Background: an optimization exercise with open tools, aiming at small area, a short achievable clock period and few clock cycles per item. Do not read the settings as production practice.
Where RTL was checked, it was by simulation tests only, not by an equivalence proof against the original.
The flow treats the clock pin as an ideal source. Dropping or thinning the clock tree relies on that and would not hold on a real chip.
Power figures rest on the tool's default switching activity, not on a simulated workload.

==> flow/design.v (excerpt) <==
module qspi_memory_interface (
    input  wire        clk,
    input  wire        spi_rst_n,
    input  wire        st,
    input  wire        ld,
    input  wire        spi_target,     
    input  wire [15:0] addr,
    input  wire [15:0] data_in,
    output reg  [15:0] data_out,
    output wire        spi_clk,
    output reg         spi_flash_cs,   
    output reg         spi_ram_cs,     
    input  wire [3:0]  spi_data_in,
    output wire [3:0]  spi_data_out,
    output wire [3:0]  spi_data_oe,
    output reg         busy
);
For scale: roughly 310 cells after synthesis, about 65 flip-flops, roughly 3100 um2 of cells after synthesis.
Settings: LEC_CHECK=0, CAP_MARGIN=20, CORE_MARGIN=2, CORE_UTILIZATION=40, SLEW_MARGIN=20; clock period 10.0 ns.
standard.sh (not shown) runs the stock make flow with config.mk's settings and CLKGATE_MAP_FILE= SYNTH_SCRIPT=/design/flow/synth_recipe.tcl, a recipe that flattens the netlist after the stock synthesis.
==> flow/flow/run.sh <==
#!/bin/bash
set -euo pipefail
export POST_CTS_TCL="$PWD/flow/post_cts.tcl"
bash standard.sh finish SETUP_SLACK_MARGIN=7.5 "BUFFER_PORTS_ARGS=-buffer_cell sky130_fd_sc_hd__buf_1" > make_finish.log 2>&1
Other scripts of this flow, unchanged in this note and not shown: flow/flow/clocktree.tcl, flow/flow/post_cts.tcl
The baseline finished with timing, DRC and antenna clean.
Testbench counts at the start, summed over its fixed seeds: cycles 82,887, ops 1,280.
Next try:
==> flow/flow/run.sh (replaced) <==
#!/bin/bash
set -euo pipefail
export POST_CTS_TCL="$PWD/flow/post_cts.tcl"
bash standard.sh finish SETUP_SLACK_MARGIN=7 "BUFFER_PORTS_ARGS=-buffer_cell sky130_fd_sc_hd__buf_1" > make_finish.log 2>&1
CORE_UTILIZATION = 65   (was 40)
Fmax drops by about 1.1%; critical path depth is unchanged; total power drops by about 1%; clock skew stays flat; sequential cell count does not change; area after synthesis does not change; routed wire length drops by 10%; worst setup slack loses 0.031 ns; utilization climbs by 24 points.
No run of this note takes its clock network from TritonCTS; it comes from the design's own scripts or RTL.

* * *

== fjord ==
Another version of the RTL of qspi_memory_interface (not shown whole).
Size in the first run: roughly 280 cells after synthesis, about 69 I/O pins.
export LEC_CHECK = 0
export CAP_MARGIN = 20
export CORE_MARGIN = 2
export CORE_UTILIZATION = 40
export SLEW_MARGIN = 20
create_clock -name core_clock -period 10.0 [get_ports {clk}]
==> flow/flow/run.sh <==
#!/bin/bash
set -euo pipefail
export POST_CTS_TCL="$PWD/flow/post_cts.tcl"
KNOBS=(SETUP_SLACK_MARGIN=7.25 "BUFFER_PORTS_ARGS=-buffer_cell sky130_fd_sc_hd__buf_1")
bash standard.sh synth "${KNOBS[@]}" > make_synth.log 2>&1

R="$PWD/orfs/results/$FLOW_PLATFORM/qspi_memory_interface/base"
PLAT="$FLOW_HOME/platforms/$FLOW_PLATFORM"
LIB="$PLAT/lib/sky130_fd_sc_hd__tt_025C_1v80.lib"
DU=$(sed -n '/DONT_USE_CELLS/,/^$/p' "$PLAT/config.mk" | grep -o 'sky130_fd_sc_hd__[a-z0-9_]*' | sed 's/^/-dont_use /' | tr '\n' ' ')
YOSYS=yosys
if [[ -x "$FLOW_HOME/../tools/install/yosys/bin/yosys" ]]; then YOSYS="$FLOW_HOME/../tools/install/yosys/bin/yosys"; fi
cp "$R/1_2_yosys.v" netlist_in.v
sed -e "s|LIBERTY|$LIB|g" -e "s|DONT_USE|$DU|" flow/remap.ys > remap.ys
"$YOSYS" -s remap.ys > yosys_remap.log 2>&1
cp netlist_out.v "$R/1_2_yosys.v"
rm -f "$R/1_synth.odb" "$R/1_synth.sdc"

bash standard.sh finish "${KNOBS[@]}" > make_finish.log 2>&1
==> flow/flow/isolate.tcl <==
# Give each output port's driving flip-flop a light load: the flip-flop (and
# an inverter between it and the port buffer, if there is one) keeps only
# the path to the port buffer, and a new buffer drives its other loads.
proc my_net_driver { net } {
  foreach it [$net getITerms] {
    if {[$it isOutputSignal]} { return [$it getInst] }
  }
  return ""
}

proc my_move_loads { net keep cell } {
  set loads {}
  foreach it [$net getITerms] {
    if {[$it isOutputSignal]} { continue }
    if {[lsearch -exact $keep [$it getInst]] >= 0} { continue }
    lappend loads $it
  }
  if {[llength $loads] == 0} { return 0 }
  set pins {}
  foreach it $loads { lappend pins [sta::find_pin [$it getName]] }
  set loc [[my_net_driver $net] getLocation]
  insert_buffer -buffer_cell $cell -net [sta::find_net [$net getName]] -load_pins $pins \
    -location [list [ord::dbu_to_microns [lindex $loc 0]] [ord::dbu_to_microns [lindex $loc 1]]]
  return 1
}

proc my_isolate_outputs { cell } {
  set block [ord::get_db_block]
  set obufs {}
  foreach bt [$block getBTerms] {
    if {[$bt getIoType] ne "OUTPUT"} { continue }
    set d [my_net_driver [$bt getNet]]
    if {$d ne ""} { lappend obufs $d }
  }
  set done {}
  set n 0
  foreach obuf $obufs {
    set net1 [[$obuf findITerm A] getNet]
    if {$net1 eq "NULL" || $net1 eq ""} { continue }
    if {[lsearch -exact $done $net1] >= 0} { continue }
    lappend done $net1
    set d1 [my_net_driver $net1]
    if {$d1 eq ""} { continue }
    set m1 [[$d1 getMaster] getName]
    if {[string match "sky130_fd_sc_hd__df*" $m1]} {
      incr n [my_move_loads $net1 $obufs $cell]
    } elseif {[string match "sky130_fd_sc_hd__*inv_*" $m1]} {
      set net0 [[$d1 findITerm A] getNet]
      set d0 [my_net_driver $net0]
      if {$d0 eq "" || ![string match "sky130_fd_sc_hd__df*" [[$d0 getMaster] getName]]} { continue }
      incr n [my_move_loads $net1 $obufs $cell]
      incr n [my_move_loads $net0 [list $d1] $cell]
    }
  }
  puts "isolated output paths: $n buffers inserted"
}
==> flow/flow/post_cts.tcl <==
# POST_CTS hook: flatten the clock tree to one level of buffers, give the
# output flip-flops a light load, then legalise and repair timing again.
source [file join [file dirname [info script]] clocktree.tcl]
source [file join [file dirname [info script]] isolate.tcl]
my_flat_clock_tree 3
my_isolate_outputs sky130_fd_sc_hd__buf_1
detailed_placement
estimate_parasitics -placement
repair_timing_helper
detailed_placement
check_placement -verbose
==> flow/flow/remap.ys <==
# Re-map the combinational logic of the standard synthesis netlist for area.
# Flip-flops are kept as black boxes, so every register keeps its name and
# cell type; only the gates between them change.
read_verilog netlist_in.v
read_liberty -ignore_miss_func LIBERTY
hierarchy -top qspi_memory_interface
blackbox sky130_fd_sc_hd__df* sky130_fd_sc_hd__edf* sky130_fd_sc_hd__sdf*
flatten
hierarchy -top qspi_memory_interface
opt_clean -purge
techmap
opt -fast -purge
abc -liberty LIBERTY DONT_USE -script +strash;dc2;dc2;&get,-n;&st;&dch,-f;&nf,-a,-R,1000;&put
opt_clean -purge
hilomap -singleton -hicell sky130_fd_sc_hd__conb_1 HI -locell sky130_fd_sc_hd__conb_1 LO
splitnets
opt_clean -purge
stat -liberty LIBERTY
write_verilog -noattr -noexpr -nohex -nodec netlist_out.v
Other scripts of this flow, unchanged in this note and not shown: flow/flow/clocktree.tcl
The inputs of sierra differ from those of fjord as listed below.
diff --git a/flow/flow/run.sh b/flow/flow/run.sh
--- a/flow/flow/run.sh
+++ b/flow/flow/run.sh
@@ -4 +4 @@
-KNOBS=(SETUP_SLACK_MARGIN=7.25 "BUFFER_PORTS_ARGS=-buffer_cell sky130_fd_sc_hd__buf_1")
+KNOBS=(SETUP_SLACK_MARGIN=7 "BUFFER_PORTS_ARGS=-buffer_cell sky130_fd_sc_hd__buf_1")
==> flow/flow/post_cts.tcl <==
# POST_CTS hook: flatten the clock tree to one level of buffers, then
# legalise and repair timing again on the new tree.
source [file join [file dirname [info script]] clocktree.tcl]
my_flat_clock_tree 3
detailed_placement
estimate_parasitics -placement
repair_timing_helper
detailed_placement
check_placement -verbose
removed: flow/flow/isolate.tcl
[summary]
- Looking at fjord and sierra, the clock-pin slew on the worst setup and hold paths is a wash.
- Changes observed in sierra relative to fjord: power shows a reduction of about 0.7%; fraction of final layout cells with drive strength greater than 1 went down.
- Global-route usage for sierra: 1.3 points down relative to fjord
- The higher actual slew at the worst max-slew pin of fjord and sierra is in fjord.
- Compared with fjord, in sierra area added between synthesis and finish down 12 points; cell count fell by about 9%; fmax fell about 3.2%; maximum number of pins on one net before global-route repair went down by 3; global-route wire length before repair lost about 7%.
- The proportion of power drawn by combinational gates on fjord is in line with that on sierra.
The following lists how ember was set up differently from sierra:
==> flow/flow/run.sh <==
#!/bin/bash
set -euo pipefail
export POST_CTS_TCL="$PWD/flow/post_cts.tcl"
bash standard.sh finish SETUP_SLACK_MARGIN=7 "BUFFER_PORTS_ARGS=-buffer_cell sky130_fd_sc_hd__buf_1" > make_finish.log 2>&1
removed: flow/flow/remap.ys
Notes after the runs:
- Higher full die area goes to ember over sierra.
- Going from sierra to ember, number of cell rows has increased; detailed-route via count went up 305; instance count after placement with tap cells included moved up; routed wire length +about 19%; total power up about 0.4%.
- Slew at the pin closest to its max-slew limit for ember is higher than for sierra.
- Comparing sierra with ember, the register area came out essentially unchanged.
- The global-route wire length before repair reported for ember is greater than that of sierra by about 12%.
- sierra reports its biggest cell category by area in the final layout as sequential cells while ember reports multi-input combinational cells.
- Summary of ember over sierra: post-route fraction of the period consumed by the critical path essentially unchanged, layout overhead on the synthesized area lower.
No run of this note included a check of the RTL's function; only the layout flow was run. No run of this note takes its clock network from TritonCTS; it comes from the design's own scripts or RTL.

-- what the ideal ports hide --
The flow's constraints put no driver on any port. The routed layouts listed below were extracted and timed again, unchanged, in two steps.
Step 1, drivers: a clkbuf_16 drives clk and a buf_2 each remaining input, both assumed.
Step 2, shift: input delay + t, output delay - t, t = (earliest + latest rising clock arrival at the registers) / 2. This alone moves slack from input paths to output paths.
Three values: ideal ports, drivers, drivers and shift; two values: the first two.
run	shift t [ns]	slack for setup (ns)	slew at the worst register clock pin (ns)
the first run of note 1	0.208	7.202 / 7.143 / 7.332	0.09 / 0.09
the second run of note 1	0.203	7.171 / 7.114 / 7.317	0.09 / 0.09
fjord	0.210	7.244 / 7.182 / 7.246	0.09 / 0.09
sierra	0.208	7.152 / 7.094 / 7.222	0.09 / 0.09
ember	0.211	7.165 / 7.101 / 7.213	0.09 / 0.09
After both steps setup and hold are still met in every run listed.
